Context: an optimization exercise on an open-source flow, tuned for small area. The choices shown serve that exercise and are no tape-out recipe. Only simulation tests tie the RTL to the original design; equivalence was not proved. Power and IR drop assume default switching activity.

// tiny_gpu_core
module tiny_gpu_core
#(
    parameter int NUM_THREADS = 4,  
    parameter int DATA_WIDTH = 16
) (
    input  wire logic                               clk,
    input  wire logic                               rst_n,
    input  wire logic [31:0]                        instr_in,   
    input  wire logic [NUM_THREADS*DATA_WIDTH-1:0]  mem_rdata,  
    output logic      [NUM_THREADS*DATA_WIDTH-1:0]  mem_addr,   
    output logic      [NUM_THREADS*DATA_WIDTH-1:0]  mem_wdata,  
    output logic      [NUM_THREADS-1:0]             mem_we,     
    output logic      [15:0]                        pc_out      
);
    gpu_isa_pkg::instruction_t instr;
    assign instr = instr_in;
    wire op_add = (instr.opcode == ADD);
    wire op_sub = (instr.opcode == SUB);
    wire op_mov = (instr.opcode == MOV);
    wire op_ldr = (instr.opcode == LDR);
    wire op_str = (instr.opcode == STR);
    wire op_beq = (instr.opcode == BEQ);
    wire op_jmp = (instr.opcode == JMP);
    wire op_wr  = op_add | op_sub | op_mov | op_ldr;
    wire op_mem = op_ldr | op_str;
    wire op_neg = op_sub | op_beq;   
    wire op_alu = op_add | op_sub;
    logic [DATA_WIDTH-1:0] rf_data [NUM_THREADS][16];
    logic [15:0]           rf_valid [NUM_THREADS];
    logic [NUM_THREADS-1:0] exec_mask;
    logic [15:0] pc;
    logic [15:0] rd_onehot;
    logic [3:0] rd_lo, rd_hi, rs1_lo, rs1_hi, rs2_lo, rs2_hi;
    tgc_dec2 u_drd_lo (.a(instr.rd[1:0]),  .y(rd_lo));
    tgc_dec2 u_drd_hi (.a(instr.rd[3:2]),  .y(rd_hi));
    tgc_dec2 u_ds1_lo (.a(instr.rs1[1:0]), .y(rs1_lo));
    tgc_dec2 u_ds1_hi (.a(instr.rs1[3:2]), .y(rs1_hi));
    tgc_dec2 u_ds2_lo (.a(instr.rs2[1:0]), .y(rs2_lo));
    tgc_dec2 u_ds2_hi (.a(instr.rs2[3:2]), .y(rs2_hi));
    for (genvar r = 0; r < 16; r++) begin : g_rd
        assign rd_onehot[r] = rd_lo[r % 4] & rd_hi[r / 4];
    end
    for (genvar t = 0; t < NUM_THREADS; t++) begin : g_thr
        logic [DATA_WIDTH-1:0] a, b, wd, sum;
        logic [255:0] rf_flat;
        wire we = exec_mask[t] & op_wr;
        wire [15:0] wr = rd_onehot & {16{we}};
        for (genvar r = 0; r < 16; r++) begin : g_flat
            assign rf_flat[r*16 +: 16] = rf_data[t][r];
        end
  ...
Size: about 4800 cells after synthesis, roughly 1200 flip-flops, roughly 250 I/O pins, ~0.056 mm^2 of cells after synthesis.
==> module tgc_wsel16, before the edit <==
module tgc_wsel16 (
    input  wire logic [15:0] q,
    input  wire logic [15:0] wd,
    input  wire logic        we,
    input  wire logic        nwe,
    output logic      [15:0] d
);
    assign d = (q & {16{nwe}}) | (wd & {16{we}});
endmodule
clock: 7.0 ns
lec_check: 0
cap_margin: 20
core_margin: 2
core_utilization: 60
cts_buf_list: sky130_fd_sc_hd__clkbuf_8
cts_cluster_diameter: 50
cts_cluster_size: 20
setup_slack_margin: 0.2
slew_margin: 20
synth_hierarchical: 1
run.sh (not shown) runs the stock make flow with config.mk's settings and CLKGATE_MAP_FILE= SYNTH_SCRIPT=/design/flow/synth_recipe.tcl, a recipe that flattens the netlist after the stock synthesis.
Then changed:
--- a/flow/design.v
+++ b/flow/design.v
@@ -16,20 +16,31 @@
         logic [3:0]     rs2;
         logic [15:0]    imm;  
     } instruction_t;
 endpackage
 `default_nettype none
 import gpu_isa_pkg::*;
+module tgc_wsel (
+    input  wire logic q,
+    input  wire logic wd,
+    input  wire logic we,
+    input  wire logic nwe,
+    output logic      d
+);
+    assign d = (q & nwe) | (wd & we);
+endmodule
 module tgc_wsel16 (
     input  wire logic [15:0] q,
     input  wire logic [15:0] wd,
     input  wire logic        we,
     input  wire logic        nwe,
     output logic      [15:0] d
 );
-    assign d = (q & {16{nwe}}) | (wd & {16{we}});
+    for (genvar i = 0; i < 16; i++) begin : g_bit
+        tgc_wsel u_s (.q(q[i]), .wd(wd[i]), .we(we), .nwe(nwe), .d(d[i]));
+    end
 endmodule
 module tgc_ao222n (
     input  wire logic [2:0] d,
     input  wire logic [2:0] s,
     output logic            y_n
 );
Via count climbs by 3.5%.
Setup slack gets better by 0.056 ns.
Power drops by 1.4%.
Worst hold slack gets worse by 0.051 ns.
Design area drops by 0.83%.
Routed wire length climbs by 4.7%.
Utilization climbs by 4.3 points.
Register-to-register slack gets worse by 0.12 ns.

==> re-timing with driven ports <==
The results above use ideal ports. As a check the final layouts listed here were re-extracted and re-timed, cells and wires unchanged.
Step 1: set_driving_cell puts a clkbuf_16 on clk and a buf_2 on each other input, an assumption about the parent block.
Step 2, shift: input delay + t, output delay - t, t = (earliest + latest rising clock arrival at the registers) / 2. This alone moves slack from input paths to output paths.
Three values: no drivers, after step 1, after step 2; two values: the first two.
| run | t (ns) | setup WS [ns] | worst hold slack (ns) |
|---|---|---|---|
| the first run | 0.924 | 0.575 / 0.624 / -0.300 | 0.487 / 0.487 / 0.487 |
| the second run | 0.917 | 0.632 / 0.679 / -0.238 | 0.436 / 0.420 / 0.489 |
With both steps, setup timing fails in the first run and the second run, where it was met with ideal ports. The setup slack of the first run, which loses most, moves by +0.049 ns with the drivers and by -0.875 ns with both steps.
